Background: an optimization exercise with open tools, aiming at a short achievable clock period and few clock cycles. Do not read the settings as production practice. Function was checked by simulation only, so behaviour that the tests miss may differ from the original. Power figures rest on the tool's default switching activity, not on a simulated workload.

[design.v]
`default_nettype none
module hart #(
    parameter RESET_ADDR = 32'h00000000
) (
    input  wire        i_clk,
    input  wire        i_rst,
    output wire [31:0] o_imem_raddr,
    input  wire [31:0] i_imem_rdata,
    output wire [31:0] o_dmem_addr,
    output wire        o_dmem_ren,
    output wire        o_dmem_wen,
    output wire [31:0] o_dmem_wdata,
    output wire [ 3:0] o_dmem_mask,
    input  wire [31:0] i_dmem_rdata,
    output wire        o_retire_valid,
    output wire [31:0] o_retire_inst,
    output wire        o_retire_trap,
    output wire        o_retire_halt,
    output wire [ 4:0] o_retire_rs1_raddr,
    output wire [ 4:0] o_retire_rs2_raddr,
    output wire [31:0] o_retire_rs1_rdata,
    output wire [31:0] o_retire_rs2_rdata,
    output wire [ 4:0] o_retire_rd_waddr,
    output wire [31:0] o_retire_rd_wdata,
    output wire [31:0] o_retire_dmem_addr,
    output wire        o_retire_dmem_ren,
    output wire        o_retire_dmem_wen,
    output wire [ 3:0] o_retire_dmem_mask,
    output wire [31:0] o_retire_dmem_wdata,
    output wire [31:0] o_retire_dmem_rdata,
    output wire [31:0] o_retire_pc,
    output wire [31:0] o_retire_next_pc
);
    reg [31:0] pc_f;
    reg [ 1:0] bht [0:63];
    reg        fd_valid;
    reg [31:0] fd_inst, fd_pc, fd_pc4;
    reg        fd_tgt_ok;
    reg        fd_pred;
    reg [5:0]  fd_pidx, dx_pidx;
    reg        dx_valid;
    reg [31:0] dx_a, dx_b, dx_r2, dx_const;
    reg        dx_a_fm, dx_b_fm, dx_r2_fm;
    reg        dx_p_ab, dx_p_xb, dx_p_ax, dx_p_xx, dx_p_axa, dx_p_axs, dx_p_xxa;
    reg        dx_g_ab, dx_g_xb, dx_g_axa, dx_g_axs, dx_g_xxa;
    reg        dx_sub, dx_arith;
    reg        dx_s_add, dx_s_sll, dx_s_sr, dx_s_slt, dx_s_sltu, dx_s_xor, dx_s_or, dx_s_and, dx_s_const;
    reg        dx_is_br, dx_is_jal, dx_is_jalr, dx_is_load, dx_is_store;
    reg        dx_regwrite;
    reg [ 4:0] dx_rd;
    reg [ 2:0] dx_f3;
    reg [31:0] dx_pc, dx_pc4, dx_tgt, dx_inst;
    reg        dx_pred, dx_halt, dx_trapd;
    reg [31:0] dx_alt;
    reg        dx_mis_static, dx_m_eq, dx_m_ne, dx_m_lt, dx_m_ge, dx_m_ltu, dx_m_geu;
    reg        xm_valid;
    reg [31:0] xm_rdval, xm_rdn;
    reg [ 4:0] xm_rd;
    reg        xm_regwrite, xm_is_load, xm_is_store;
    reg [ 2:0] xm_f3;
    reg [31:0] xm_addr, xm_wdata;
    reg [ 3:0] xm_mask;
    reg        xm_ren, xm_wen;
    reg [31:0] xm_pc, xm_tgt, xm_pc4, xm_inst, xm_rs1val, xm_rs2val;
    reg        xm_taken, xm_jalr, xm_sum1, xm_mis;
    reg [31:0] xm_alt;
    reg        xm_halt, xm_trap;
    reg        mw_valid;
    reg [31:0] mw_rdval, mw_rdout;
    reg [ 4:0] mw_rd;
    reg        mw_halt, mw_trap;
    reg [31:0] mw_addr, mw_wdata, mw_rdata;
    reg [ 3:0] mw_mask;
    reg        mw_ren, mw_wen;
    reg [31:0] mw_pc, mw_npc, mw_inst, mw_rs1val, mw_rs2val;
    reg        halted;
    reg [31:0] rf [1:31];
    wire redirect;
    wire [31:0] m_val;       
    wire [31:0] redirect_tgt;
    wire stall;
    assign o_imem_raddr = pc_f;
    wire [31:0] inst_f = i_imem_rdata;
    wire f_is_br  = (inst_f[6:0] == 7'b1100011);
    wire f_is_jal = (inst_f[6:0] == 7'b1101111);
    reg       f_bit;
    reg [5:0] f_pidx;
    reg [9:0] f_btgt;
    reg [9:0] btb [0:31];
    wire f_pred = f_is_jal | (f_is_br & f_bit);
    wire [1:0] f_ctr_next = bht[pc_f[7:2]];
    always @(posedge i_clk) begin
        if (i_rst) begin
            f_bit  <= 1'b1;
            f_pidx <= 6'd0;
            f_btgt <= 10'd0;
        end else if (redirect | ~stall) begin
            f_bit  <= f_ctr_next[1];
            f_pidx <= pc_f[7:2];
            f_btgt <= btb[pc_f[6:2]];
        end
    end
    wire [31:0] tgt_f = {pc_f[31:12], f_btgt, 2'b00};
    wire [12:0] f_impl = {1'b0, f_btgt, 2'b00} - {1'b0, pc_f[11:0]};
    wire [20:0] immj_f = {inst_f[31], inst_f[19:12], inst_f[20], inst_f[30:21], 1'b0};
    wire [12:0] immb_f = {inst_f[31], inst_f[7], inst_f[30:25], inst_f[11:8], 1'b0};
    wire f_tgt_ok = f_is_jal ? ((immj_f[20:13] == {8{f_impl[12]}}) & (immj_f[12:0] == f_impl))
                             : (immb_f == f_impl);
    wire [31:0] pc4_f = pc_f + 32'd4;
    wire d_red;
    wire [31:0] d_tgt;
    wire s_red  = redirect;
    wire s_dred = ~redirect & d_red;
    wire s_hold = ~redirect & stall;
    wire s_go   = ~redirect & ~stall & ~d_red;
    wire s_pt   = s_go & f_pred;
    wire s_seq  = s_go & ~f_pred;
    wire [31:0] pc_next =
        ({32{s_red}}  & redirect_tgt) |
        ({32{s_dred}} & d_tgt) |
        ({32{s_hold}} & pc_f) |
        ({32{s_seq}}  & pc4_f) |
        ({32{s_pt}}   & tgt_f);
    always @(posedge i_clk) begin
        if (i_rst) begin
            pc_f <= RESET_ADDR;
            fd_valid <= 1'b0;
        end else begin
            pc_f <= pc_next;
            fd_valid <= s_go | (s_hold & fd_valid);
        end
    end
    always @(posedge i_clk) begin
        if (!stall) begin
            fd_inst <= inst_f;
            fd_pc   <= pc_f;
            fd_pc4  <= pc4_f;
            fd_tgt_ok <= f_tgt_ok;
            fd_pred <= f_pred;
            fd_pidx <= f_pidx;
        end
    end
    wire [31:0] inst = fd_inst;
    wire [6:0] opcode = inst[6:0];
    wire [2:0] f3 = inst[14:12];
    wire [6:0] f7 = inst[31:25];
    wire [4:0] rs1 = inst[19:15];
    wire [4:0] rs2 = inst[24:20];
    wire [4:0] rd  = inst[11:7];
    wire op_opimm = (opcode == 7'b0010011);
    wire op_jalr  = (opcode == 7'b1100111);
    wire op_load  = (opcode == 7'b0000011);
    wire op_op    = (opcode == 7'b0110011);
    wire op_store = (opcode == 7'b0100011);
    wire op_br    = (opcode == 7'b1100011);
    wire op_lui   = (opcode == 7'b0110111);
    wire op_auipc = (opcode == 7'b0010111);
    wire op_jal   = (opcode == 7'b1101111);
    wire v_opimm = op_opimm & ((f3 == 3'b001) ? (f7 == 7'd0) :
                               (f3 == 3'b101) ? ((f7 == 7'b0100000) | (f7 == 7'b0000000)) : 1'b1);
    wire v_load  = op_load & (f3 != 3'b011) & (f3 != 3'b110) & (f3 != 3'b111);
    wire v_jalr  = op_jalr & (f3 == 3'b000);
    wire v_op    = op_op & ((f7 == 7'b0000000) | ((f7 == 7'b0100000) & ((f3 == 3'b000) | (f3 == 3'b101))));
    wire v_store = op_store & ((f3 == 3'b000) | (f3 == 3'b001) | (f3 == 3'b010));
    wire v_br    = op_br & (f3 != 3'b010) & (f3 != 3'b011);
    wire v_u     = op_lui | op_auipc;
    wire v_jal   = op_jal;
    wire v_ebreak = (inst == 32'h00100073);
    wire v_any   = v_opimm | v_load | v_jalr | v_op | v_store | v_br | v_u | v_jal | v_ebreak;
    wire uses_rs1 = v_op | v_opimm | v_load | v_jalr | v_store | v_br;
    wire uses_rs2 = v_op | v_store | v_br;
    wire regwrite = v_op | v_opimm | v_load | v_jalr | v_u | v_jal;
    wire [31:0] imm_i = {{21{inst[31]}}, inst[30:20]};
    wire [31:0] imm_s = {{21{inst[31]}}, inst[30:25], inst[11:7]};
    wire [31:0] imm_u = {inst[31:12], 12'd0};
    wire b_is_reg = op_op | op_br;
    wire [31:0] imm_bj = op_jal ? {{12{inst[31]}}, inst[19:12], inst[20], inst[30:21], 1'b0}
                                : {{20{inst[31]}}, inst[7], inst[30:25], inst[11:8], 1'b0};
    assign d_tgt = fd_pc + imm_bj;
    assign d_red = fd_valid & fd_pred & ~stall & ~fd_tgt_ok;
    integer bi;
    always @(posedge i_clk) begin
        if (i_rst) begin
            for (bi = 0; bi < 32; bi = bi + 1) btb[bi] <= 10'd0;
        end else if (fd_valid & ~stall & (op_br | op_jal)) begin
            btb[fd_pidx[4:0]] <= d_tgt[11:2];
        end
    end
    wire [31:0] imm_d = op_store ? imm_s : imm_i;
    wire w_we = mw_valid & (mw_rd != 5'd0);
    wire [31:0] rf1 = rf[rs1];
    wire [31:0] rf2 = rf[rs2];
    wire mem_wr = xm_valid & (xm_rd != 5'd0);
    wire [31:0] rs1_val = (rs1 == 5'd0) ? 32'd0 :
                          (mem_wr & (xm_rd == rs1)) ? m_val :
                          (w_we & (mw_rd == rs1)) ? mw_rdval : rf1;
    wire [31:0] rs2_val = (rs2 == 5'd0) ? 32'd0 :
                          (mem_wr & (xm_rd == rs2)) ? m_val :
                          (w_we & (mw_rd == rs2)) ? mw_rdval : rf2;
    wire ex_wr  = dx_valid & (dx_rd != 5'd0);
    wire a_fm  = ex_wr & (dx_rd == rs1);
    wire r2_fm = ex_wr & (dx_rd == rs2);
    assign stall = fd_valid & dx_valid & dx_is_load & (dx_rd != 5'd0) &
                   ((uses_rs1 & (dx_rd == rs1)) | (uses_rs2 & (dx_rd == rs2)));
    wire [31:0] const_d = op_lui ? imm_u :
                          op_auipc ? {fd_pc[31:12] + inst[31:12], fd_pc[11:0]} :
                          fd_pc4;
    wire is_alu = v_op | v_opimm;
    wire sub_d = v_op & f7[5] & (f3 == 3'b000);
    wire alu_add = (is_alu & (f3 == 3'b000)) | v_load | v_store;
    always @(posedge i_clk) begin
        if (i_rst | redirect | stall | ~fd_valid)
            dx_valid <= 1'b0;
        else
            dx_valid <= 1'b1;
    end
    always @(posedge i_clk) begin
        dx_a      <= rs1_val;
        dx_b      <= b_is_reg ? (rs2_val ^ {32{sub_d}}) : imm_d;
        dx_r2     <= rs2_val;
        dx_const  <= const_d;
        dx_a_fm   <= a_fm;
        dx_b_fm   <= b_is_reg & r2_fm;
        dx_p_ab   <= ~a_fm & ~(b_is_reg & r2_fm);
        dx_p_xb   <=  a_fm & ~(b_is_reg & r2_fm);
        dx_p_ax   <= ~a_fm &  (b_is_reg & r2_fm);
        dx_p_xx   <=  a_fm &  (b_is_reg & r2_fm);
        dx_p_axa  <= ~a_fm &  (b_is_reg & r2_fm) & ~sub_d;
        dx_p_axs  <= ~a_fm &  (b_is_reg & r2_fm) &  sub_d;
        dx_p_xxa  <=  a_fm &  (b_is_reg & r2_fm) & ~sub_d;
        dx_g_ab   <= alu_add & ~a_fm & ~(b_is_reg & r2_fm);
        dx_g_xb   <= alu_add &  a_fm & ~(b_is_reg & r2_fm);
        dx_g_axa  <= alu_add & ~a_fm &  (b_is_reg & r2_fm) & ~sub_d;
        dx_g_axs  <= alu_add & ~a_fm &  (b_is_reg & r2_fm) &  sub_d;
        dx_g_xxa  <= alu_add &  a_fm &  (b_is_reg & r2_fm) & ~sub_d;
        dx_r2_fm  <= r2_fm;
        dx_sub    <= sub_d;
        dx_arith  <= f7[5];
        dx_s_add  <= alu_add;
        dx_s_sll  <= is_alu & (f3 == 3'b001);
        dx_s_slt  <= is_alu & (f3 == 3'b010);
        dx_s_sltu <= is_alu & (f3 == 3'b011);
        dx_s_xor  <= is_alu & (f3 == 3'b100);
        dx_s_sr   <= is_alu & (f3 == 3'b101);
        dx_s_or   <= is_alu & (f3 == 3'b110);
        dx_s_and  <= is_alu & (f3 == 3'b111);
        dx_s_const <= v_u | v_jal | v_jalr;
        dx_is_br   <= v_br;
        dx_is_jal  <= v_jal;
        dx_is_jalr <= v_jalr;
        dx_is_load <= v_load;
        dx_is_store <= v_store;
        dx_regwrite <= regwrite;
        dx_rd     <= regwrite ? rd : 5'd0;
        dx_f3     <= f3;
        dx_pc     <= fd_pc;
        dx_pc4    <= fd_pc4;
        dx_tgt    <= d_tgt;
        dx_inst   <= fd_inst;
        dx_pred   <= fd_pred;
        dx_pidx   <= fd_pidx;
        dx_alt    <= fd_pred ? fd_pc4 : d_tgt;
        dx_mis_static <= ~v_br & (v_jal != fd_pred);
        dx_m_eq   <= v_br & (((f3 == 3'b000) & ~fd_pred) | ((f3 == 3'b001) &  fd_pred));
        dx_m_ne   <= v_br & (((f3 == 3'b000) &  fd_pred) | ((f3 == 3'b001) & ~fd_pred));
        dx_m_lt   <= v_br & (((f3 == 3'b100) & ~fd_pred) | ((f3 == 3'b101) &  fd_pred));
        dx_m_ge   <= v_br & (((f3 == 3'b100) &  fd_pred) | ((f3 == 3'b101) & ~fd_pred));
        dx_m_ltu  <= v_br & (((f3 == 3'b110) & ~fd_pred) | ((f3 == 3'b111) &  fd_pred));
        dx_m_geu  <= v_br & (((f3 == 3'b110) &  fd_pred) | ((f3 == 3'b111) & ~fd_pred));
        dx_halt   <= v_ebreak;
        dx_trapd  <= ~v_any;
    end
    wire [31:0] a  = dx_a_fm  ? xm_rdval : dx_a;
    wire [31:0] b  = dx_b_fm  ? xm_rdval : dx_b;
    wire [31:0] r2 = dx_r2_fm ? xm_rdval : dx_r2;
    wire [31:0] xv = xm_rdval;
    wire [31:0] sum_ab  = dx_a + dx_b + {31'd0, dx_sub};
    wire [31:0] sum_xb  = xv   + dx_b + {31'd0, dx_sub};
    wire [31:0] sum_axa = dx_a + xv;
    wire [31:0] sum_axs = dx_a + xm_rdn + 32'd1;
    wire [31:0] sum_xxa = {xv[30:0], 1'b0};
    wire [31:0] sum = ({32{dx_p_ab}}  & sum_ab)  | ({32{dx_p_xb}}  & sum_xb) |
                      ({32{dx_p_axa}} & sum_axa) | ({32{dx_p_axs}} & sum_axs) |
                      ({32{dx_p_xxa}} & sum_xxa);
    wire [31:0] sum_g = ({32{dx_g_ab}}  & sum_ab)  | ({32{dx_g_xb}}  & sum_xb) |
                        ({32{dx_g_axa}} & sum_axa) | ({32{dx_g_axs}} & sum_axs) |
                        ({32{dx_g_xxa}} & sum_xxa);
    wire eq_ab = (dx_a == dx_b);
    wire eq_xb = (xv == dx_b);
    wire eq_ax = (dx_a == xv);
    wire l31_ab = (dx_a[30:0] < dx_b[30:0]);
    wire l31_xb = (xv[30:0] < dx_b[30:0]);
    wire l31_ax = (dx_a[30:0] < xv[30:0]);
    wire lts_ab = (dx_a[31] != dx_b[31]) ? dx_a[31] : l31_ab;
    wire lts_xb = (xv[31] != dx_b[31]) ? xv[31] : l31_xb;
    wire lts_ax = (dx_a[31] != xv[31]) ? dx_a[31] : l31_ax;
    wire ltu_ab = (dx_a[31] != dx_b[31]) ? dx_b[31] : l31_ab;
    wire ltu_xb = (xv[31] != dx_b[31]) ? dx_b[31] : l31_xb;
    wire ltu_ax = (dx_a[31] != xv[31]) ? xv[31] : l31_ax;
    wire eq  = (dx_p_ab & eq_ab)  | (dx_p_xb & eq_xb)  | (dx_p_ax & eq_ax) | dx_p_xx;
    wire lts = (dx_p_ab & lts_ab) | (dx_p_xb & lts_xb) | (dx_p_ax & lts_ax);
    wire ltu = (dx_p_ab & ltu_ab) | (dx_p_xb & ltu_xb) | (dx_p_ax & ltu_ax);
    wire [31:0] sll = a << b[4:0];
    wire [31:0] sr  = (a >> b[4:0]) | ({32{dx_arith & a[31]}} & ~(32'hffffffff >> b[4:0]));
    wire [31:0] rest   = ({32{dx_s_sll}}   & sll) |
                         ({32{dx_s_sr}}    & sr) |
                         ({32{dx_s_slt}}   & {31'd0, lts}) |
                         ({32{dx_s_sltu}}  & {31'd0, ltu}) |
                         ({32{dx_s_xor}}   & (a ^ b)) |
                         ({32{dx_s_or}}    & (a | b)) |
                         ({32{dx_s_and}}   & (a & b)) |
                         ({32{dx_s_const}} & dx_const);
    wire [31:0] result = sum_g | rest;
    wire br_cond = dx_f3[2] ? ((dx_f3[1] ? ltu : lts) ^ dx_f3[0]) : (eq ^ dx_f3[0]);
    wire taken = dx_is_jal | (dx_is_br & br_cond);
    wire redirect_e = dx_valid & (dx_mis_static |
                                  (dx_m_eq & eq)   | (dx_m_ne & ~eq) |
                                  (dx_m_lt & lts)  | (dx_m_ge & ~lts) |
                                  (dx_m_ltu & ltu) | (dx_m_geu & ~ltu));
    wire redirect_m = xm_valid & (xm_jalr | xm_mis);
    assign redirect = redirect_m;
    assign redirect_tgt = xm_jalr ? {xm_addr[31:2], xm_sum1, 1'b0} : xm_alt;
    wire [1:0] alo = sum[1:0];
    wire [3:0] mask = (dx_f3[1:0] == 2'b00) ? (4'b0001 << alo) :
                      (dx_f3[1:0] == 2'b01) ? ((alo == 2'b00) ? 4'b0011 :
                                               (alo == 2'b10) ? 4'b1100 : 4'b0000) :
                      4'b1111;
    wire [31:0] wdata = mask[0] ? r2 :
                        mask[1] ? {r2[23:0], 8'd0} :
                        mask[2] ? {r2[15:0], 16'd0} :
                                  {r2[7:0], 24'd0};
    wire misalign = (dx_f3[1:0] == 2'b00) ? 1'b0 :
                    (dx_f3[1:0] == 2'b01) ? alo[0] : (alo != 2'b00);
    wire trapx = (misalign & (dx_is_load | dx_is_store)) |
                 (dx_is_jalr ? (sum[1:0] != 2'b00) : ((dx_is_jal | dx_is_br) & (dx_tgt[1:0] != 2'b00)));
    wire st_block = halted | (xm_valid & xm_halt) | mw_halt;
    always @(posedge i_clk) begin
        if (i_rst) begin
            xm_valid <= 1'b0;
            xm_ren   <= 1'b0;
            xm_wen   <= 1'b0;
        end else begin
            xm_valid <= dx_valid & ~redirect_m;
            xm_ren   <= dx_valid & ~redirect_m & dx_is_load;
            xm_wen   <= dx_valid & ~redirect_m & dx_is_store & ~st_block;
        end
    end
    always @(posedge i_clk) begin
        xm_rdval    <= result;
        xm_rdn      <= ~result;
        xm_rd       <= dx_rd;
        xm_regwrite <= dx_regwrite;
        xm_is_load  <= dx_is_load;
        xm_is_store <= dx_is_store;
        xm_f3       <= dx_f3;
        xm_addr     <= {sum[31:2], 2'b00};
        xm_mask     <= mask;
        xm_wdata    <= wdata;
        xm_pc       <= dx_pc;
        xm_taken    <= taken;
        xm_mis      <= redirect_e;
        xm_alt      <= dx_alt;
        xm_jalr     <= dx_is_jalr;
        xm_sum1     <= sum[1];
        xm_tgt      <= dx_tgt;
        xm_pc4      <= dx_pc4;
        xm_inst     <= dx_inst;
        xm_rs1val   <= a;
        xm_rs2val   <= r2;
        xm_halt     <= dx_halt;
        xm_trap     <= dx_trapd | trapx;
    end
    reg       bu_valid, bu_taken;
    reg [5:0] bu_idx;
    always @(posedge i_clk) begin
        if (i_rst) bu_valid <= 1'b0;
        else       bu_valid <= dx_valid & ~redirect_m & dx_is_br;
        bu_taken <= br_cond;
        bu_idx   <= dx_pidx;
    end
    integer k;
    always @(posedge i_clk) begin
        if (i_rst) begin
            for (k = 0; k < 64; k = k + 1) bht[k] <= 2'b10;
        end else if (bu_valid) begin
            if (bu_taken) begin
                if (bht[bu_idx] != 2'b11) bht[bu_idx] <= bht[bu_idx] + 2'b01;
            end else begin
                if (bht[bu_idx] != 2'b00) bht[bu_idx] <= bht[bu_idx] - 2'b01;
            end
        end
    end
    assign o_dmem_addr  = xm_addr;
    assign o_dmem_mask  = xm_mask;
    assign o_dmem_wdata = xm_wdata;
    assign o_dmem_ren   = xm_ren;
    assign o_dmem_wen   = xm_wen;
    wire [31:0] md = i_dmem_rdata;
    wire ld_uns = xm_f3[2];
    wire [7:0] ld_b = xm_mask[0] ? md[7:0] : xm_mask[1] ? md[15:8] : xm_mask[2] ? md[23:16] : md[31:24];
    wire [15:0] ld_h = xm_mask[0] ? md[15:0] : md[31:16];
    wire [31:0] ld_val = (xm_mask == 4'b1111) ? md :
                         ((xm_mask == 4'b0011) | (xm_mask == 4'b1100)) ? {{16{~ld_uns & ld_h[15]}}, ld_h} :
                         (xm_mask == 4'b0000) ? 32'd0 :
                         {{24{~ld_uns & ld_b[7]}}, ld_b};
    assign m_val = xm_is_load ? ld_val : xm_rdval;
    wire [31:0] npc_m = xm_jalr ? {xm_addr[31:2], xm_sum1, 1'b0} : xm_taken ? xm_tgt : xm_pc4;
    always @(posedge i_clk) begin
        if (i_rst) begin
            mw_valid <= 1'b0;
            mw_halt  <= 1'b0;
            mw_trap  <= 1'b0;
            halted   <= 1'b0;
        end else begin
            mw_valid <= xm_valid;
            mw_halt  <= xm_valid & xm_halt;
            mw_trap  <= xm_valid & xm_trap;
            if (mw_halt) halted <= 1'b1;
        end
    end
    always @(posedge i_clk) begin
        mw_rdval  <= m_val;
        mw_rdout  <= (xm_rd == 5'd0) ? 32'd0 : m_val;
        mw_rd     <= xm_rd;
        mw_addr   <= xm_addr;
        mw_wdata  <= xm_wdata;
        mw_rdata  <= i_dmem_rdata;
        mw_mask   <= xm_mask;
        mw_ren    <= xm_ren;
        mw_wen    <= xm_valid & xm_is_store;
        mw_pc     <= xm_pc;
        mw_npc    <= npc_m;
        mw_inst   <= xm_inst;
        mw_rs1val <= xm_rs1val;
        mw_rs2val <= xm_rs2val;
    end
    integer j;
    always @(posedge i_clk) begin
        if (i_rst) begin
            for (j = 1; j < 32; j = j + 1) rf[j] <= 32'd0;
        end else if (w_we) begin
            rf[mw_rd] <= mw_rdval;
        end
    end
    assign o_retire_valid      = mw_valid;
    assign o_retire_inst       = mw_inst;
    assign o_retire_trap       = mw_trap;
    assign o_retire_halt       = mw_halt;
    assign o_retire_rs1_raddr  = mw_inst[19:15];
    assign o_retire_rs2_raddr  = mw_inst[24:20];
    assign o_retire_rs1_rdata  = mw_rs1val;
    assign o_retire_rs2_rdata  = mw_rs2val;
    assign o_retire_rd_waddr   = mw_rd;
    assign o_retire_rd_wdata   = mw_rdout;
    assign o_retire_dmem_addr  = mw_addr;
    assign o_retire_dmem_ren   = mw_ren;
    assign o_retire_dmem_wen   = mw_wen;
    assign o_retire_dmem_mask  = mw_mask;
    assign o_retire_dmem_wdata = mw_wdata;
    assign o_retire_dmem_rdata = mw_rdata;
    assign o_retire_pc         = mw_pc;
    assign o_retire_next_pc    = mw_npc;
endmodule
`default_nettype wire
[flow/run.sh]
#!/bin/bash
set -euo pipefail
bash standard.sh SETUP_SLACK_MARGIN=6.0 finish > standard_flow.log 2>&1
[standard.sh]
#!/bin/bash
# synth_recipe.tcl (not shown) runs the flow's synth.tcl, then flattens the netlist and writes it again
# the make line also repeats each setting of config.mk as NAME=value (left out here)
make -C /OpenROAD-flow-scripts/flow DESIGN_CONFIG=/design/flow/config.mk WORK_HOME=/design/flow/orfs CLKGATE_MAP_FILE= SYNTH_SCRIPT=/design/flow/synth_recipe.tcl "${@:-finish}"
[config.mk]
export PLATFORM = sky130hd
export DESIGN_NAME = hart
export DESIGN_NICKNAME = hart
export VERILOG_FILES = /design/flow/design.v
export SDC_FILE = /design/flow/constraint.sdc
export NUM_CORES = 4
export LEC_CHECK = 0
export CAP_MARGIN = 20
export CORE_MARGIN = 2
export CORE_UTILIZATION = 40
export SLEW_MARGIN = 20
[constraint.sdc]
create_clock -name core_clock -period 9.5 [get_ports {i_clk}]
set_input_delay 1.9000 -clock core_clock [delete_from_list [all_inputs] [get_ports {i_clk}]]
set_output_delay 1.9000 -clock core_clock [all_outputs]
set_load 0.01 [all_outputs]
==> results of run 1 <==
[layout make-up]
class | count | area [sq um] | area share
diodes | 25 | 62.6 | 0.000395
well taps | 4305 | 5390 | 0.0340
inverters | 337 | 1330 | 0.00841
multi-input cells | 6786 | 60500 | 0.382
repair inverters | 3 | 23.8 | 0.000150
clock inverters | 153 | 1620 | 0.0102
flip-flops and latches | 2677 | 69900 | 0.441
repair buffers | 1123 | 11500 | 0.0724
clock buffers | 382 | 8180 | 0.0516
[synthesized netlist by cell type, types with 181 or more instances]
| library cell | n |
|---|---|
| mux2i_1 | 273 |
| nand2_1 | 692 |
| inv_1 | 330 |
| xnor2_1 | 181 |
| clkbuf_1 | 661 |
| nor2_1 | 956 |
| mux4_2 | 770 |
| dfxtp_1 | 1103 |
| a21oi_1 | 460 |
| edfxtp_1 | 1574 |
| o21ai_0 | 313 |
| and2_1 | 1033 |
| ha_1 | 341 |
[cells by family (layout without fill, tap and decap cells)]
family,count (synthesis),count (layout),share of synthesized area
buffers and inverters,1172,1998,0.0353
flip-flops,2677,2677,0.536
adder cells (fa/ha/maj),349,349,0.0342
AO/OA/AOI/OAI,1630,1630,0.0837
multiplexers,1134,1134,0.163
AND/OR/NAND/NOR,3341,3366,0.129
XOR/XNOR,271,271,0.0184
other,1,61,0.0000290
[layout by cell type, fill, tap and decap left out, types with 50 or more instances in the layout]
cell	Yosys	layout
a21o_1	94	91
a21oi_1	460	411
a222oi_1	51	51
a22oi_1	61	54
and2_1	1033	1027
buf_12	0	68
buf_4	22	444
buf_6	0	76
clkbuf_1	661	52
clkbuf_16	0	323
clkdlybuf4s15_2	0	58
clkdlybuf4s50_1	0	61
clkinv_2	0	50
dfxtp_1	1103	919
dfxtp_2	0	60
dfxtp_4	0	124
dlygate4sd2_1	0	282
edfxtp_1	1574	1574
ha_1	341	286
inv_1	330	294
mux2_2	86	82
mux2i_1	273	225
mux4_2	770	770
nand2_1	692	641
nand2b_1	92	52
nand3_1	128	107
nor2_1	956	843
nor2_2	1	58
nor2_4	0	57
nor2b_1	59	51
nor3_1	101	85
o211ai_1	90	90
o21a_1	57	56
o21ai_0	313	262
xnor2_1	181	151
xor2_1	90	82
[what timing repair did]
item,4_1_cts,5_1_grt
resized for setup,1635,506
setup buffers,241,127
pin swaps,103,178
gates cloned,42,22
endpoints found under the setup margin,2668,1564
[worst max-delay path: cells and delay by family, from the launching register on]
kind / cells / cell delay, ns
and+or+nand+nor: 2 / 0.32
AOI/OAI and AO/OA: 6 / 1.48
xor gates and xnor gates: 1 / 0.21
adders and majority gates: 2 / 0.59
buffers and inverters: 4 / 0.56
DFF: 1 / 0.38
[layer usage]
| layer | vias up | GRT usage | wire length [microns] |
|---|---|---|---|
| met5 | - | 0 | 71 |
| met2 | 6173 | 0.466 | 230000 |
| met1 | 48276 | 0.385 | 193000 |
| li1 | 40194 | - | - |
| met4 | 10 | 0.143 | 29700 |
| met3 | 1232 | 0.0770 | 56200 |
[power by group]
| part | switching [mW] | internal (mW) |
|---|---|---|
| sequential | 0.509 | 12.9 |
| combinational | 3.11 | 2.00 |
| clock | 4.99 | 6.79 |
[stage by stage]
stage          worst slack, ns   util  instances  hold WS (ns)
6_report                  5.78  0.493      15791         0.301
5_1_grt                   5.72  0.493      15770         0.316
4_1_cts                   5.83  0.481      15617         0.314
3_5_place_dp              4.41  0.432      14799         0.312
3_3_place_gp              4.48  0.432      14798         0.310
2_1_floorplan             5.94      -      10610         0.310
[worst min path at each step]
| stage | endpoint | slack [ns] | depth (start not counted) |
|---|---|---|---|
| detailed placement | mw_inst[8] | 0.31 | 0 |
| global placement | xm_alt[2] | 0.31 | 0 |
| finish | bu_idx[2] | 0.30 | 0 |
| global route | bu_idx[2] | 0.32 | 0 |
| CTS | mw_inst[27] | 0.31 | 0 |
| floorplan | bu_idx[0] | 0.31 | 0 |
==> summary.txt, run 1 <==
- Status: complete, but fails checks
- Fail Reasons: max-capacitance violations, max-slew violations
- Fin crit share: 0.392
- H-tree levels: 5
- Final setup TNS: 0 ns
- CP cell instances: fa_2 -> buf_4 -> inv_1 -> fa_2 -> o21bai_2 -> a2111oi_4 -> nor4_2 -> buf_4 -> a21o_4 -> a2111oi_4 -> buf_4 -> o21bai_2 -> xnor2_2 -> a222oi_1 -> nand2_1
- Ports: 480
- Largest vdd supply drop: about 0.18 mV
- Clk root buf: clkbuf_16
- RR Startpoint: dx_a[0]
- Global route total overflow: 0
- Required @ worst endpoint: 10.25 ns
- Core area: ~320,000 sq um
- Global Route Usage Sum: 0.298
- Total Wirelength: between 500,000 and 600,000 microns
- Power per cell area: around 190 nW/um^2
- Routed len/inst: 32.2 microns
- Predominant post-synthesis flop cell: edfxtp_1
- Routed Antenna Nets: 0
- Largest net degree at the start of global routing: between 80 and 90
- Max stage delay on crit path: roughly 0.40 ns
- Critical Path End Type: flop
- Async SR Flop Fraction: 0
- Register area share after synthesis: 0.536
- Synth top area share: 0.366
- CP arrival: between 4 and 5 ns
- Top reg by flops: rf
- Critical path's slowest cell: a2111oi_4
- Initial DRT Pass Iterations: 10
- Minimum clock period: around 3.7 ns
- Initial Util: 0.402
- Slew Limit Fails: 6
- Initial DRC count: roughly 13k
- Max cap viols: 1
- Synth cell types: slightly above 90
- Largest regs: rf: 1024 flops, btb: 320 flops, bht: 128 flops
- Most numerous cell on the critical path: buf_4
- EDFF count, synth: between 1.5k and 2k
- # nets final: 11.6k
- Area grow syn2layout: 22.5%
- Critical path capture point: xm_addr[22]
- Clock buffer depth: 4
- Avg Synthesized Cell Area: about 12 sq um
- Drt via density: between 6 and 7
- Die area: between 300,000 and 400,000 sq um
- CTS Buf Count: ~300
- Chip height: between 500 and 600 microns
- # rows: roughly 210
- Yosys Warn Count: 1
- Post-DP HPWL: roughly 340,000 microns
- Worst-Skew Late Latency: 0.93 ns
- Worst min-delay path class: reg2reg
- Top post-synthesis cells by area: edfxtp_1, dfxtp_1, mux4_2, and2_1, ha_1
- FMAX: 0.269 GHz
- Clock-pin transition on the worst setup and hold timing paths: 0.07 ns
- CTS Sinks: 2,677
- Leakage power: roughly 60 nW
- Initial antenna violation count: 39
- Hold buffers post-CTS: 0
- Vias: about 96k
- CP Launch Type: flop
- Hold Fails Final Rpt: 0
- Slew @ Worst Pin: 1.75 ns
- TritonCTS clock tree: done
- Reg2Reg Capture Point: xm_addr[22]
- Setup Viol. Count Final: 0
- Overall Power: just over 30 mW
- Crit path max fanout: 4
- Fill cells: between 20k and 30k
- Syn Inst Count: roughly 11k
- Final GP Congestion: just under 1
- DRC Markers: 0
- IO Port Bufs: 475
- Setup Crit Path Kind: reg2reg
- Reg2reg setup slack: 5.78 ns
- Design Area, Final: between 150,000 and 200,000 sq um
- Clk_skew: between 0.03 and 0.04 ns
- Yosys reg bits: around 2.7k
- Area of the mapped netlist: approximately 130,000 sq um
- First-pass GRT wire length: between 600,000 and 700,000 microns
- Vias in the first global route: between 90k and 100k
- Worst reg-to-reg path cell count: 15
- Crit. Startpoint: dx_a[0]
- Placed Area: between 100,000 and 150,000 sq um
- Share of layout cells above drive strength 1: 0.266
- Max reg flops: about 1.0k
- RSZ-0062 raised after global routing: yes
- Hold Startpoint: dx_pidx[2]
- Max transition margin: -0.172
- Yosys top cell by area: edfxtp_1
- Die X: between 500 and 600 microns
Testbench counts, summed over its fixed seeds: cycles 231,793.
==> inputs of run 2 (changes only) <==
--- a/design.v
+++ b/design.v
@@ -110,5 +110,8 @@
     wire d_red;
-    wire [31:0] d_tgt;
+    wire [31:0] d_tgt, d_tgt_j, d_tgt_b;
+    wire op_jal;
     wire s_red  = redirect;
     wire s_dred = ~redirect & d_red;
+    wire s_dj   = s_dred & op_jal;
+    wire s_db   = s_dred & ~op_jal;
     wire s_hold = ~redirect & stall;
@@ -119,3 +122,4 @@
         ({32{s_red}}  & redirect_tgt) |
-        ({32{s_dred}} & d_tgt) |
+        ({32{s_dj}}   & d_tgt_j) |
+        ({32{s_db}}   & d_tgt_b) |
         ({32{s_hold}} & pc_f) |
@@ -157,3 +161,3 @@
     wire op_auipc = (opcode == 7'b0010111);
-    wire op_jal   = (opcode == 7'b1101111);
+    assign op_jal = (opcode == 7'b1101111);
     wire v_opimm = op_opimm & ((f3 == 3'b001) ? (f7 == 7'd0) :
@@ -176,5 +180,5 @@
     wire b_is_reg = op_op | op_br;
-    wire [31:0] imm_bj = op_jal ? {{12{inst[31]}}, inst[19:12], inst[20], inst[30:21], 1'b0}
-                                : {{20{inst[31]}}, inst[7], inst[30:25], inst[11:8], 1'b0};
-    assign d_tgt = fd_pc + imm_bj;
+    assign d_tgt_j = fd_pc + {{12{inst[31]}}, inst[19:12], inst[20], inst[30:21], 1'b0};
+    assign d_tgt_b = fd_pc + {{20{inst[31]}}, inst[7], inst[30:25], inst[11:8], 1'b0};
+    assign d_tgt = op_jal ? d_tgt_j : d_tgt_b;
     assign d_red = fd_valid & fd_pred & ~stall & ~fd_tgt_ok;
@@ -209,2 +213,3 @@
     wire sub_d = v_op & f7[5] & (f3 == 3'b000);
+    wire inv_b = sub_d | v_br | (is_alu & ((f3 == 3'b010) | (f3 == 3'b011)));
     wire alu_add = (is_alu & (f3 == 3'b000)) | v_load | v_store;
@@ -218,3 +223,3 @@
         dx_a      <= rs1_val;
-        dx_b      <= b_is_reg ? (rs2_val ^ {32{sub_d}}) : imm_d;
+        dx_b      <= (b_is_reg ? rs2_val : imm_d) ^ {32{inv_b}};
         dx_r2     <= rs2_val;
@@ -236,3 +241,3 @@
         dx_r2_fm  <= r2_fm;
-        dx_sub    <= sub_d;
+        dx_sub    <= inv_b;
         dx_arith  <= f7[5];
@@ -276,6 +281,9 @@
     wire [31:0] xv = xm_rdval;
-    wire [31:0] sum_ab  = dx_a + dx_b + {31'd0, dx_sub};
-    wire [31:0] sum_xb  = xv   + dx_b + {31'd0, dx_sub};
+    wire [32:0] add_ab  = {1'b0, dx_a} + {1'b0, dx_b} + {32'd0, dx_sub};
+    wire [32:0] add_xb  = {1'b0, xv}   + {1'b0, dx_b} + {32'd0, dx_sub};
+    wire [32:0] add_axs = {1'b0, dx_a} + {1'b0, xm_rdn} + 33'd1;
+    wire [31:0] sum_ab  = add_ab[31:0];
+    wire [31:0] sum_xb  = add_xb[31:0];
     wire [31:0] sum_axa = dx_a + xv;
-    wire [31:0] sum_axs = dx_a + xm_rdn + 32'd1;
+    wire [31:0] sum_axs = add_axs[31:0];
     wire [31:0] sum_xxa = {xv[30:0], 1'b0};
@@ -287,14 +295,11 @@
                         ({32{dx_g_xxa}} & sum_xxa);
-    wire eq_ab = (dx_a == dx_b);
-    wire eq_xb = (xv == dx_b);
+    wire eq_ab = &(dx_a ^ dx_b);
+    wire eq_xb = &(xv ^ dx_b);
     wire eq_ax = (dx_a == xv);
-    wire l31_ab = (dx_a[30:0] < dx_b[30:0]);
-    wire l31_xb = (xv[30:0] < dx_b[30:0]);
-    wire l31_ax = (dx_a[30:0] < xv[30:0]);
-    wire lts_ab = (dx_a[31] != dx_b[31]) ? dx_a[31] : l31_ab;
-    wire lts_xb = (xv[31] != dx_b[31]) ? xv[31] : l31_xb;
-    wire lts_ax = (dx_a[31] != xv[31]) ? dx_a[31] : l31_ax;
-    wire ltu_ab = (dx_a[31] != dx_b[31]) ? dx_b[31] : l31_ab;
-    wire ltu_xb = (xv[31] != dx_b[31]) ? dx_b[31] : l31_xb;
-    wire ltu_ax = (dx_a[31] != xv[31]) ? xv[31] : l31_ax;
+    wire ltu_ab = ~add_ab[32];
+    wire ltu_xb = ~add_xb[32];
+    wire ltu_ax = ~add_axs[32];
+    wire lts_ab = (dx_a[31] == dx_b[31]) ? dx_a[31] : add_ab[31];
+    wire lts_xb = (xv[31] == dx_b[31]) ? xv[31] : add_xb[31];
+    wire lts_ax = (dx_a[31] != xv[31]) ? dx_a[31] : add_axs[31];
     wire eq  = (dx_p_ab & eq_ab)  | (dx_p_xb & eq_xb)  | (dx_p_ax & eq_ax) | dx_p_xx;
==> flow/run.sh (replaced) <==
#!/bin/bash
set -euo pipefail
bash standard.sh SETUP_SLACK_MARGIN=6.0 cts > standard_flow_cts.log 2>&1
bash standard.sh SETUP_SLACK_MARGIN=0 finish > standard_flow_finish.log 2>&1
--- a/config.mk
+++ b/config.mk
@@ -7,5 +7,5 @@
 export LEC_CHECK = 0
-export CAP_MARGIN = 20
+export CAP_MARGIN = 30
 export CORE_MARGIN = 2
 export CORE_UTILIZATION = 40
-export SLEW_MARGIN = 20
+export SLEW_MARGIN = 30
==> summary.txt, run 2 <==
- Vias: 92.5k
- Synth top area share: 0.373
- Minimum clock period: a little under 4 ns
- Area grow syn2layout: 20.7%
- Required @ worst endpoint: just over 10 ns
- Commonest non-fill, non-tap cell in the layout: edfxtp_1
- FMAX: approximately 0.26 GHz
- Most numerous cell on the critical path: o21ai_0
- Worst min-delay path class: reg2reg
- TritonCTS clock tree: done
- Routed Antenna Nets: 0
- Die X: 567 microns
- Mux contribution to synthesized area: 0.163
- Largest vdd supply drop: around 0.13 mV
- # rows: 206
- Yosys reg bits: ~2.7k
- Async SR Flop Fraction: 0
- Power per cell area: slightly below 200 nW/um^2
- Clock-pin transition on the worst setup and hold timing paths: about 0.06 ns
- Fin crit share: 0.406
- Post-synthesis xor/xnor area fraction: 0.0191
- Top delay family on crit path: compound AO/OA/AOI/OAI gates
- Leakage power: between 50 and 60 nW
- Setup Crit Path Kind: reg2reg
- Top post-synthesis cells by area: edfxtp_1, dfxtp_1, mux4_2, and2_1, nor2_1
- Top reg by flops: rf
- # nets final: roughly 11k
- Clock buffer depth: 4
- Largest regs: rf: 1024 flops, btb: 320 flops, bht: 128 flops
- Slew @ Worst Pin: ~1.0 ns
- CP Launch Type: flop
- Critical path's slowest cell: o21ai_0
- Yosys Warn Count: 1
- Total Wirelength: around 490,000 microns
- Max transition margin: 0.300
- Critical Path End Type: flop
- Max cap viols: 0
- Global route total overflow: 0
- Max reg flops: slightly above 1k
- Slew Limit Fails: 0
- Vias in the first global route: slightly above 90k
- Synth cell types: 99
- Post-Synth Adder-Cell Area: 0.0269
- Buf/Inv on CP: 3
- Hold Fails Final Rpt: 0
- Top-count cell post-synth: edfxtp_1
- Register area share after synthesis: 0.547
- CTS Buf Count: a little under 300
- Die area: about 320,000 sq um
- Initial DRT Pass Iterations: 10
- CP arrival: ~4.6 ns
- Final GP Congestion: about 1.0
- Area of the mapped netlist: 127,000 sq um
- Ports: 480
- Post-DP HPWL: ~320,000 microns
- EDFF count, synth: 1,574
- Syn Inst Count: between 10k and 15k
- Drt via density: 6.09
- Post-layout util: 0.486
- Avg Synthesized Cell Area: between 10 and 15 sq um
- Max stage delay on crit path: approximately 0.69 ns
- Synth Area in Compound Gates: 0.0834
- Initial antenna violation count: between 40 and 50
- Reg2reg setup slack: 5.64 ns
- Largest net degree at the start of global routing: just under 90
- Main combinational cell family by area after synthesis: multiplexers
- Core area: 315,000 sq um
- Overall Power: 29.9 mW
- Global Route Usage Sum: 0.299
- Top cells by instance count after synthesis: edfxtp_1, dfxtp_1, and2_1
- Crit path max fanout: 16
- RSZ-0062 raised after global routing: no
- Setup Viol. Count Final: 0
- CP cell instances: buf_16 -> o21ai_0 -> buf_4 -> o21ai_0 -> nand2_1 -> o21ai_1 -> a21oi_1 -> a21oi_1 -> o21ai_0 -> a221oi_1 -> nand4_1 -> inv_1
- H-tree levels: 5
- IO Port Bufs: between 400 and 500
- First-pass GRT wire length: slightly below 700,000 microns
- Routed len/inst: about 32 microns
- Clk root buf: clkbuf_16
- CTS Sinks: 2,677
- Final setup TNS: 0 ns
- Initial Util: 0.402
- Clk_skew: 0.0647 ns
- DRC Markers: 0
- Initial DRC count: ~13k
- Status: finished clean
- Chip height: 567 microns
- Most frequent cells in the layout: edfxtp_1, and2_1, dfxtp_1
- Synth Area in Simple Gates: 0.128
- Predominant post-synthesis flop cell: edfxtp_1
- Worst-Skew Late Latency: around 0.92 ns
- Yosys top cell by area: edfxtp_1
- Share of layout cells above drive strength 1: 0.240
## run 2: timing repair
| action | CTS | global route |
|---|---|---|
| resized for setup | 1624 | 0 |
| hold buffers | 0 | 0 |
| setup buffers | 250 | 0 |
| setup endpoints to repair | 2443 | 0 |
## run 2: final cells by class
cell class	count	area [sq um]
Antenna cell	27	67.6
Clock buffer	390	8190
Clock inverter	132	1510
Fill cell	27401	162000
Inverter	227	872
Multi-Input combinational cell	6570	57000
Sequential cell	2677	69700
Tap cell	4160	5200
Timing Repair Buffer	997	10400
Timing Repair inverter	2	13.8
## run 2: where the power goes
group	internal (mW)	switching (mW)	leakage, nW
logic	1.83	2.95	28.3
registers	12.9	0.520	25.4
clock network	6.85	4.82	4.75
## run 2: cell families (layout without fill, tap and decap cells)
logic type	count (synthesis)	count (layout)
and+or+nand+nor	3258	3262
AOI/OAI and AO/OA	1635	1635
xor gates and xnor gates	277	277
buffers and inverters	1035	1748
other	1	63
adders and majority gates	267	267
DFF	2677	2677
muxes	1093	1093
## run 2: worst paths after layout
kind | start | endpoint | depth (start not counted)
worst min register to register | dx_pidx[1] | bu_idx[1] | 0
worst min-delay path | dx_pidx[1] | bu_idx[1] | 0
worst max register to register | dx_a_fm | xm_rdn[31] | 12
worst max-delay path | dx_a_fm | xm_rdn[31] | 12
## run 2: metal layers
metal	GRT usage	wire length [microns]	vias to the layer above
met1	0.388	187000	46723
met3	0.0659	50400	1204
li1	-	-	38820
met2	0.463	222000	5773
met4	0.169	32000	10
met5	0	73	-
## run 2: per-stage QoR
step	cell area, sq um	setup WS, ns	hold slack [ns]	std cells
floorplan	127000	5.87	0.310	10278
finish	153000	5.64	0.310	15182
global placement	136000	4.26	0.310	14342
CTS	153000	5.80	0.313	15154
global route	153000	5.59	0.315	15172
detailed placement	136000	4.27	0.312	14342
Testbench counts of run 2, summed over its fixed seeds: cycles 231,793.
==> inputs of run 3 (changes only) <==
--- a/design.v
+++ b/design.v
@@ -289,5 +289,3 @@
     wire [31:0] sum_xxa = {xv[30:0], 1'b0};
-    wire [31:0] sum = ({32{dx_p_ab}}  & sum_ab)  | ({32{dx_p_xb}}  & sum_xb) |
-                      ({32{dx_p_axa}} & sum_axa) | ({32{dx_p_axs}} & sum_axs) |
-                      ({32{dx_p_xxa}} & sum_xxa);
+    wire [31:0] sum = dx_a_fm ? sum_xb : sum_ab;
     wire [31:0] sum_g = ({32{dx_g_ab}}  & sum_ab)  | ({32{dx_g_xb}}  & sum_xb) |
==> flow/run.sh (replaced) <==
#!/bin/bash
set -euo pipefail
bash standard.sh SETUP_SLACK_MARGIN=6.0 POST_GLOBAL_ROUTE_TCL="$PWD/flow/post_grt.tcl" finish > standard_flow.log 2>&1
==> flow/post_grt.tcl (new file) <==
# Runs at the end of ORFS's global route step, before 5_1_grt.odb is written:
# fix max slew / max capacitance with global-route parasitics, then legalize
# and reroute the changed nets, as the global route step itself does.
estimate_parasitics -global_routing
repair_design_helper
global_route -start_incremental
detailed_placement
global_route -end_incremental
estimate_parasitics -global_routing
report_check_types -max_slew -max_capacitance -violators
==> summary.txt, run 3 <==
- Int Power: 21.8 mW
- First-pass GRT wire length: between 600,000 and 700,000 microns
- Clk pwr share: 0.398
- Chip height: 568 microns
- Vias: between 90k and 100k
- IO Port Bufs: between 400 and 500
- Post-Layout Cell Count: 15.2k
- Minimum clock period: ~3.6 ns
- Drt via density: 6.11
- Required @ worst endpoint: 10.31 ns
- Avg Synthesized Cell Area: 12.5 sq um
- Routed Antenna Nets: 1
- Synth Area in Compound Gates: 0.0789
- CP arrival: approximately 4.4 ns
- Vias in the first global route: about 90k
- Max cap viols: 0
- Area of the mapped netlist: between 100,000 and 150,000 sq um
- Power per cell area: slightly below 200 nW/um^2
- Core area: 315,000 sq um
- CTS Sinks: 2,674
- Reg2Reg Capture Point: xm_rdval[19]
- Top reg by flops: rf
- Crit path max fanout: 13
- Worst-Skew Late Latency: between 0.9 and 1 ns
- Global Route Usage Sum: 0.291
- Dpl cells: 14.3k
- Crit. Startpoint: dx_a_fm
- Async SR Flop Fraction: 0
- Reg2reg setup slack: 5.95 ns
- Initial antenna violation count: 44
- Design Area, Final: between 150,000 and 200,000 sq um
- EDFF count, synth: 1,574
- Logic pwr share: 0.157
- Sw power: between 8 and 9 mW
- Synth Area in Simple Gates: 0.129
- Critical Path End Type: flop
- RR Startpoint: dx_a_fm
- Largest net degree at the start of global routing: 76
- Global route total overflow: 0
- DRC Markers: 0
- Hold Fails Final Rpt: 0
- FMAX: 0.282 GHz
- Predominant post-synthesis flop cell: edfxtp_1
- Worst reg-to-reg path cell count: 14
- Share of layout cells above drive strength 1: 0.253
- Register area share after synthesis: 0.545
- Initial Util: 0.403
- # rows: about 210
- Mux contribution to synthesized area: 0.172
- Yosys reg bits: about 2.7k
- Setup Viol. Count Final: 0
- Setup Crit Path Kind: reg2reg
- Main combinational cell family by area after synthesis: multiplexers
- Clk root buf: clkbuf_16
- Max transition margin: 0.290
- Slew Limit Fails: 0
- H-tree levels: 5
- Clock buffer depth: 4
- Die X: 568 microns
- Fail Reasons: antenna violations
- Placed Area: about 140,000 sq um
- Commonest non-fill, non-tap cell in the layout: edfxtp_1
- Post_cts resized: roughly 1.4k
- Ports: between 400 and 500
- CTS Buf Count: between 200 and 300
- Hold buffers post-CTS: 0
- Clock-pin transition on the worst setup and hold timing paths: roughly 0.06 ns
- Final GP Congestion: a little under 1
- Leakage power: roughly 59 nW
- Max reg flops: between 1k and 1.5k
- Worst min-delay path class: reg2reg
- Syn Inst Count: 10.2k
- Top-count cell post-synth: edfxtp_1
- Routed len/inst: around 32 microns
- Post-synthesis xor/xnor area fraction: 0.0172
- Initial DRT Pass Iterations: 7
- Fin crit share: 0.374
- Clk_skew: 0.0738 ns
- Largest vdd supply drop: 0.130 mV
- Synth cell types: a little under 100
- Most frequent cells in the layout: edfxtp_1, and2_1, dfxtp_1
- Total Wirelength: 486,000 microns
- Post-Synth Adder-Cell Area: 0.0269
- # nets final: 11.1k
- Synth top area share: 0.372
- Critical path capture point: xm_rdval[19]
- Status: complete, but fails checks
- Yosys Warn Count: 1
- Post-DP HPWL: ~320,000 microns
- Share of power burned in registers: 0.446
- Final setup TNS: 0 ns
- Largest regs: rf: 1024 flops, btb: 320 flops, bht: 128 flops
- Top post-synthesis cells by area: edfxtp_1, dfxtp_1, mux4_2, and2_1, nor2_1
- Area grow syn2layout: 21.1%
- CP Launch Type: flop
- Die area: ~320,000 sq um
- Slew @ Worst Pin: around 1.1 ns
- Postcts setup bufs: between 150 and 200
- Yosys top cell by area: edfxtp_1
- TritonCTS clock tree: done
- Sw frac: 0.277
- Top cells by instance count after synthesis: edfxtp_1, dfxtp_1, and2_1
- Initial DRC count: approximately 13k
-- run 3: worst min path at each step --
| stage | from | endpoint | slack [ns] | cells past startpoint |
|---|---|---|---|---|
| floorplan | dx_pidx[0] | bu_idx[0] | 0.31 | 0 |
| global placement | dx_alt[30] | xm_alt[30] | 0.31 | 0 |
| detailed placement | xm_pc[26] | mw_pc[26] | 0.31 | 0 |
| CTS | xm_rs1val[16] | mw_rs1val[16] | 0.32 | 0 |
| finish | xm_rs1val[16] | mw_rs1val[16] | 0.31 | 0 |
-- run 3: final cells by class --
class                   count  area [sq um]
diodes                     20          50.0
clock buffers             395          8400
clock inverters           153          1700
fillers                 27302        162000
inverters                 212           858
multi-input cells        6537         57400
flip-flops and latches   2674         69700
well taps                4160          5200
repair buffers           1051         10500
repair inverters            3          26.3
-- run 3: kinds of logic (layout without fill, tap and decap cells) --
| family | after synthesis | in the layout |
|---|---|---|
| AND/OR/NAND/NOR | 3249 | 3268 |
| flip-flops | 2674 | 2674 |
| AO/OA/AOI/OAI | 1512 | 1513 |
| multiplexers | 1203 | 1203 |
| buffers and inverters | 1010 | 1814 |
| adder cells (fa/ha/maj) | 268 | 268 |
| XOR/XNOR | 249 | 249 |
| other | 1 | 56 |
-- run 3: power groups by stage --
stage          clock (mW)  sequential (mW)  combinational [mW]
6_report             12.0             13.5                4.72
4_1_cts              12.1             13.4                4.43
3_5_place_dp            0             13.7                4.14
3_3_place_gp            0             13.7                4.11
2_1_floorplan           0             13.5                2.29
-- run 3: layer usage --
metal | GRT usage | up-vias | part of all wire
met5 | 0 | - | 0.00043
met4 | 0.156 | 16 | 0.064
met3 | 0.0690 | 1325 | 0.11
met2 | 0.456 | 5862 | 0.45
met1 | 0.373 | 46704 | 0.38
li1 | - | 38924 | -
-- run 3: worst max-delay path, cell delays in order, from the launching register on --
cell and delay [ns]:
dfxtp_4 0.46, buf_12 0.13, buf_16 0.17, buf_4 0.15, mux2i_4 0.28, inv_2 0.11
mux2i_1 0.19, mux2i_1 0.15, a21oi_2 0.32, mux2_2 0.24, o22ai_1 0.11, a22oi_2 0.29
o2111ai_2 0.21, a221o_1 0.34, a211o_1 0.27
-- run 3: metrics by stage --
stage	total power, mW	util	hold slack [ns]	setup slack, ns
final	30.2	0.488	0.314	5.95
after CTS	30.0	0.478	0.316	5.80
after detailed placement	17.9	0.432	0.312	4.29
after global placement	17.8	0.432	0.310	4.17
after floorplan	15.8	-	0.310	5.63
Testbench counts of run 3, summed over its fixed seeds: cycles 231,793.

[static timing again, ports no longer ideal]
Ports are ideal in the flow. The routed layouts listed here were re-timed in OpenROAD.
Step 1 assumes that a clkbuf_16 drives the clock port and a buf_2 every other input.
Step 2, shift: input delay + t, output delay - t, t = (earliest + latest rising clock arrival at the registers) / 2. This alone moves slack from input paths to output paths.
a / b / c = ideal ports / drivers / drivers and shift; a / b = the first two.
run | t (ns) | setup slack, ns | hold WS [ns] | worst setup path after step 2 | worst data-port slew with drivers (ns)
run 1 | 1.020 | 5.776 / 5.776 / 4.925 | 0.301 / 0.301 / 0.301 | input to register | 0.16
run 2 | 0.982 | 5.641 / 5.641 / 4.922 | 0.310 / 0.310 / 0.310 | input to register | 0.07
run 3 | 1.006 | 5.948 / 5.931 / 4.952 | 0.314 / 0.314 / 0.314 | input to register | 0.22
The setup slack of run 3, which loses most, moves by -0.017 ns with the drivers and by -0.996 ns with both steps.
